Background: an optimization exercise with open tools, aiming at small area, a short achievable clock period and few clock cycles. Do not read the settings as production practice. Power is estimated from default activity; no workload was simulated.

==> flow/design.v <==
module ULA (
	input  [15:0] A,
	input  [15:0] B,
	input  [4:0]  OP,
	output reg [15:0] RESU,
	output O,
	output C,
	output S,
	output Z
);
	wire [15:0] Y = OP[1] ? {16{OP[2]}} : (B ^ {16{OP[2]}});
	wire [16:0] SOMA = {1'b0, A} + {1'b0, Y} + {16'd0, OP[0]};
	wire arit_ok = (OP[2:0] != 3'b010) && (OP[2:0] != 3'b111);
	wire C_arit = SOMA[16] ^ (OP[2] & ~OP[1]);
	assign O = (A[15] == Y[15]) && (SOMA[15] != A[15]);
	wire um = (OP[3:0] == 4'b1111);
	wire [15:0] LOGICA;
	genvar i;
	generate
		for (i = 0; i < 16; i = i + 1) begin : g_logica
			assign LOGICA[i] = OP[{~B[i], ~A[i]}] && (i == 0 || !um);
		end
	endgenerate
	always @(*) begin
		if (OP[4])
			RESU = LOGICA;
		else if (!OP[3])
			RESU = arit_ok ? SOMA[15:0] : 16'd0;
		else if (OP[2:0] == 3'b000)
			RESU = {A[14:0], 1'b0};
		else if (OP[2:0] == 3'b001)
			RESU = {A[15], A[15:1]};
		else
			RESU = 16'd0;
	end
	assign C = OP[3] ? (OP[0] ? A[0] : A[15]) : C_arit;
	assign S = RESU[15];
	assign Z = (RESU == 16'd0);
endmodule
module Registrador_Flags(
	input clock,
	input reset,
	input habilita,
	input [4:0] controleOperacao,
	input Z, C, S, O,
	output reg [3:0] ZCSO       
);
	always @(posedge clock) begin
		if (reset)
			ZCSO <= 4'b0000;
		else if (habilita) begin
			case (controleOperacao)
				5'b10000: ZCSO[0] <= Z;
				5'b01000, 5'b01001: begin
					ZCSO[0] <= Z; ZCSO[1] <= C; ZCSO[2] <= S;
				end
				5'b00000, 5'b00001, 5'b00011,
				5'b00100, 5'b00101, 5'b00110: begin
					ZCSO <= {O, S, C, Z};
				end
				5'b10001, 5'b10010,
				5'b10100, 5'b10101, 5'b10110, 5'b10111,
				5'b11000, 5'b11001, 5'b11010, 5'b11011,
				5'b11100, 5'b11101, 5'b11110: begin
					ZCSO[0] <= Z; ZCSO[2] <= S;
				end
				default: ;
			endcase
		end
	end
endmodule
module TesteFlagsTemporario(
	input [3:0] RFlag_ZCSO,
	input [3:0] condicao,
	input Ver_Fal,
	output reg saida
);
	always @(*) begin
		case (condicao)
			4'b0100: saida = ~(Ver_Fal ^ RFlag_ZCSO[2]);
			4'b0101: saida = ~(Ver_Fal ^ RFlag_ZCSO[0]);
			4'b0110: saida = ~(Ver_Fal ^ RFlag_ZCSO[1]);
			4'b0111: saida = (~(Ver_Fal ^ RFlag_ZCSO[2])) | (~(Ver_Fal ^ RFlag_ZCSO[0]));
			4'b0000: saida = Ver_Fal;
			4'b0011: saida = ~(Ver_Fal ^ RFlag_ZCSO[3]);
			default: saida = 1'b0;
		endcase
	end
endmodule
module Extensor(
	input [15:0] instrucao,
	input [15:0] PC,
	input [15:0] B,
	output [15:0] alvo
);
	wire [15:0] desloc = instrucao[13] ? {{4{instrucao[11]}}, instrucao[11:0]}    
	                                   : {{8{instrucao[7]}}, instrucao[7:0]};     
	assign alvo = (instrucao[13:12] == 2'b11) ? B : PC + desloc;
endmodule
module Banco_Registro (
	input clock,
	input Hab_Lo,
	input Hab_Hi,
	input [2:0] Sel_E,
	input [15:0] E,
	input [2:0] Sel_A,
	input [2:0] Sel_B,
	output [15:0] A,
	output [15:0] B
);
	reg [127:0] registro;    
	integer i;
	always @(posedge clock)
		for (i = 0; i < 8; i = i + 1) begin
			if (Hab_Lo && Sel_E == i)
				registro[16*i +: 8] <= E[7:0];
			if (Hab_Hi && Sel_E == i)
				registro[16*i+8 +: 8] <= E[15:8];
		end
	assign A = registro[16*Sel_A +: 16];
	assign B = registro[16*Sel_B +: 16];
endmodule
module IntegracaoModulos(
	input clock,
	input reset,
	output [15:0] imem_addr,
	input  [15:0] imem_data,
	output [15:0] dmem_addr,
	output [15:0] dmem_wdata,
	output dmem_we,
	input  [15:0] dmem_rdata,
	output halted
);
	reg [15:0] PC;         
	reg [15:0] IR;         
	reg [15:0] RA, RB;     
	reg        valido;     
	reg        halted_r;   
	reg        escrita;    
	wire [1:0] formato = IR[15:14];
	wire [4:0] op = IR[10:6];
	wire [15:0] A, B, RESU, alvo;
	wire Z, C, S, O, salto;
	wire [3:0] ZCSO;
	wire eh_alu   = (formato == 2'b10);
	wire eh_store = eh_alu && (op == 5'b01011);
	wire eh_load  = eh_alu && (op == 5'b01010);
	wire eh_jreg  = (formato == 2'b00) && (IR[13:12] == 2'b11);
	wire eh_jal   = eh_jreg && !IR[11];
	wire desvia   = valido && (formato == 2'b00) && (IR[13] ? 1'b1 : salto);
	wire [2:0] Sel_E = eh_jal ? 3'd6 : IR[13:11];
	reg  [15:0] E;
	always @(*) begin
		case (formato)
			2'b01:   E = {{5{IR[10]}}, IR[10:0]};
			2'b11:   E = {IR[7:0], IR[7:0]};
			2'b10:   E = eh_load ? dmem_rdata : RESU;
			default: E = PC;
		endcase
	end
	wire escreve = valido && ((formato == 2'b01) || (eh_alu && !eh_store) || eh_jal);
	wire hab_lo = escreve || (valido && formato == 2'b11 && !IR[10]);
	wire hab_hi = escreve || (valido && formato == 2'b11 && IR[10]);
	wire [2:0] Sel_A = imem_data[5:3];
	wire [2:0] Sel_B = imem_data[2:0];
	Banco_Registro Banco_Registro(
		.clock(clock), .Hab_Lo(hab_lo), .Hab_Hi(hab_hi), .Sel_E(Sel_E), .E(E),
		.Sel_A(Sel_A), .Sel_B(Sel_B), .A(A), .B(B)
	);
	wire fA = (Sel_A == Sel_E), fB = (Sel_B == Sel_E);
	always @(posedge clock) begin
		if (reset) begin
			PC <= 16'd0;
			valido <= 1'b0;
			halted_r <= 1'b0;
			escrita <= 1'b0;
		end else begin
			PC <= desvia ? alvo : PC + 16'd1;
			valido <= !desvia;
			if (!desvia && imem_data == 16'h2FFF)
				halted_r <= 1'b1;
			escrita <= !desvia && (imem_data[15:14] == 2'b10) && (imem_data[10:6] == 5'b01011);
		end
		IR <= imem_data;
		RA[7:0]  <= (fA && hab_lo) ? E[7:0]  : A[7:0];
		RA[15:8] <= (fA && hab_hi) ? E[15:8] : A[15:8];
		RB[7:0]  <= (fB && hab_lo) ? E[7:0]  : B[7:0];
		RB[15:8] <= (fB && hab_hi) ? E[15:8] : B[15:8];
	end
	assign imem_addr = PC;
	assign halted = halted_r;
	Extensor Extensor(.instrucao(IR), .PC(PC), .B(RB), .alvo(alvo));
	ULA ULA(.A(RA), .B(RB), .OP(op), .RESU(RESU), .O(O), .C(C), .S(S), .Z(Z));
	Registrador_Flags Registrador_Flags(
		.clock(clock), .reset(reset), .habilita(valido && eh_alu), .controleOperacao(op),
		.Z(Z), .C(C), .S(S), .O(O), .ZCSO(ZCSO)
	);
	TesteFlagsTemporario TesteFlagsTemporario(
		.RFlag_ZCSO(ZCSO), .condicao(IR[11:8]), .Ver_Fal(IR[12]), .saida(salto)
	);
	assign dmem_addr  = RA;
	assign dmem_wdata = RB;
	assign dmem_we    = escrita;
endmodule
clock: 9.0 ns
lec_check: 0
cap_margin: 20
core_margin: 2
core_utilization: 40
setup_slack_margin: 5
slew_margin: 20
run.sh (not shown) runs the stock make flow with config.mk's settings and CLKGATE_MAP_FILE= SYNTH_SCRIPT=/design/flow/synth_recipe.tcl, a recipe that flattens the netlist after the stock synthesis.
Change:
--- a/flow/design.v
+++ b/flow/design.v
@@ -11,33 +11,32 @@
 	wire [15:0] Y = OP[1] ? {16{OP[2]}} : (B ^ {16{OP[2]}});
 	wire [16:0] SOMA = {1'b0, A} + {1'b0, Y} + {16'd0, OP[0]};
 	wire arit_ok = (OP[2:0] != 3'b010) && (OP[2:0] != 3'b111);
 	wire C_arit = SOMA[16] ^ (OP[2] & ~OP[1]);
 	assign O = (A[15] == Y[15]) && (SOMA[15] != A[15]);
+	wire Z_arit = &((A ^ Y) ^ ~{A[14:0] | Y[14:0], OP[0]});
 	wire um = (OP[3:0] == 4'b1111);
 	wire [15:0] LOGICA;
 	genvar i;
 	generate
 		for (i = 0; i < 16; i = i + 1) begin : g_logica
 			assign LOGICA[i] = OP[{~B[i], ~A[i]}] && (i == 0 || !um);
 		end
 	endgenerate
+	wire [15:0] DESLOC = (OP[2:0] == 3'b000) ? {A[14:0], 1'b0}
+	                   : (OP[2:0] == 3'b001) ? {A[15], A[15:1]} : 16'd0;
 	always @(*) begin
 		if (OP[4])
 			RESU = LOGICA;
 		else if (!OP[3])
 			RESU = arit_ok ? SOMA[15:0] : 16'd0;
-		else if (OP[2:0] == 3'b000)
-			RESU = {A[14:0], 1'b0};
-		else if (OP[2:0] == 3'b001)
-			RESU = {A[15], A[15:1]};
 		else
-			RESU = 16'd0;
+			RESU = DESLOC;
 	end
 	assign C = OP[3] ? (OP[0] ? A[0] : A[15]) : C_arit;
 	assign S = RESU[15];
-	assign Z = (RESU == 16'd0);
+	assign Z = OP[4] ? (LOGICA == 16'd0) : !OP[3] ? (!arit_ok || Z_arit) : (DESLOC == 16'd0);
 endmodule
 module Registrador_Flags(
 	input clock,
 	input reset,
 	input habilita,
@@ -87,17 +86,19 @@
 		endcase
 	end
 endmodule
 module Extensor(
 	input [15:0] instrucao,
+	input desvia,              
 	input [15:0] PC,
 	input [15:0] B,
-	output [15:0] alvo
-);
-	wire [15:0] desloc = instrucao[13] ? {{4{instrucao[11]}}, instrucao[11:0]}    
+	output [15:0] proximo
+);
+	wire [15:0] desloc = !desvia ? 16'd1
+	                   : instrucao[13] ? {{4{instrucao[11]}}, instrucao[11:0]}    
 	                                   : {{8{instrucao[7]}}, instrucao[7:0]};     
-	assign alvo = (instrucao[13:12] == 2'b11) ? B : PC + desloc;
+	assign proximo = (desvia && instrucao[13:12] == 2'b11) ? B : PC + desloc;
 endmodule
 module Banco_Registro (
 	input clock,
 	input Hab_Lo,
 	input Hab_Hi,
@@ -137,11 +138,11 @@
 	reg        valido;     
 	reg        halted_r;   
 	reg        escrita;    
 	wire [1:0] formato = IR[15:14];
 	wire [4:0] op = IR[10:6];
-	wire [15:0] A, B, RESU, alvo;
+	wire [15:0] A, B, RESU, proximo;
 	wire Z, C, S, O, salto;
 	wire [3:0] ZCSO;
 	wire eh_alu   = (formato == 2'b10);
 	wire eh_store = eh_alu && (op == 5'b01011);
 	wire eh_load  = eh_alu && (op == 5'b01010);
@@ -173,11 +174,11 @@
 			PC <= 16'd0;
 			valido <= 1'b0;
 			halted_r <= 1'b0;
 			escrita <= 1'b0;
 		end else begin
-			PC <= desvia ? alvo : PC + 16'd1;
+			PC <= proximo;
 			valido <= !desvia;
 			if (!desvia && imem_data == 16'h2FFF)
 				halted_r <= 1'b1;
 			escrita <= !desvia && (imem_data[15:14] == 2'b10) && (imem_data[10:6] == 5'b01011);
 		end
@@ -187,11 +188,11 @@
 		RB[7:0]  <= (fB && hab_lo) ? E[7:0]  : B[7:0];
 		RB[15:8] <= (fB && hab_hi) ? E[15:8] : B[15:8];
 	end
 	assign imem_addr = PC;
 	assign halted = halted_r;
-	Extensor Extensor(.instrucao(IR), .PC(PC), .B(RB), .alvo(alvo));
+	Extensor Extensor(.instrucao(IR), .desvia(desvia), .PC(PC), .B(RB), .proximo(proximo));
 	ULA ULA(.A(RA), .B(RB), .OP(op), .RESU(RESU), .O(O), .C(C), .S(S), .Z(Z));
 	Registrador_Flags Registrador_Flags(
 		.clock(clock), .reset(reset), .habilita(valido && eh_alu), .controleOperacao(op),
 		.Z(Z), .C(C), .S(S), .O(O), .ZCSO(ZCSO)
 	);
The new run finished with timing, DRC and antenna clean.
Combinational power goes up by 11%.
Global-route usage goes up by 0.84 points.
Power goes up by 5.3%.
Cell area goes up by 3.8%.
Wire length goes up by 11%.
Flip-flop and latch count is unchanged.
Function was not checked in any run of this note: the RTL went through the layout flow alone.

==> static timing again, ports no longer ideal <==
How much do the figures lean on ideal ports? The routed layouts below were timed once more, with nothing changed but the port constraints. Step 1 assumes that a clkbuf_16 drives the clock port and a buf_2 every other input. Step 2 times the ports against the registers' clock, not the clock port: input delays grow and output delays shrink by t, the midpoint of the rising clock arrivals with the driver on. a / b / c = ideal / step 1 / step 2; a / b = the first two.
run	t (ns)	setup WS [ns]	latest minus earliest clock arrival (ns)	worst register clock-pin slew, ns	pins driven straight from the clock port
the first run	0.485	5.183 / 5.183 / 5.179	0.016 / 0.016	0.08 / 0.08	1
the second run	0.491	5.087 / 5.087 / 4.823	0.030 / 0.030	0.10 / 0.10	1
After both steps every run listed still meets setup and hold. For the second run, which loses most, drivers alone change the setup slack by 0.000 ns; drivers and shift together by -0.264 ns.
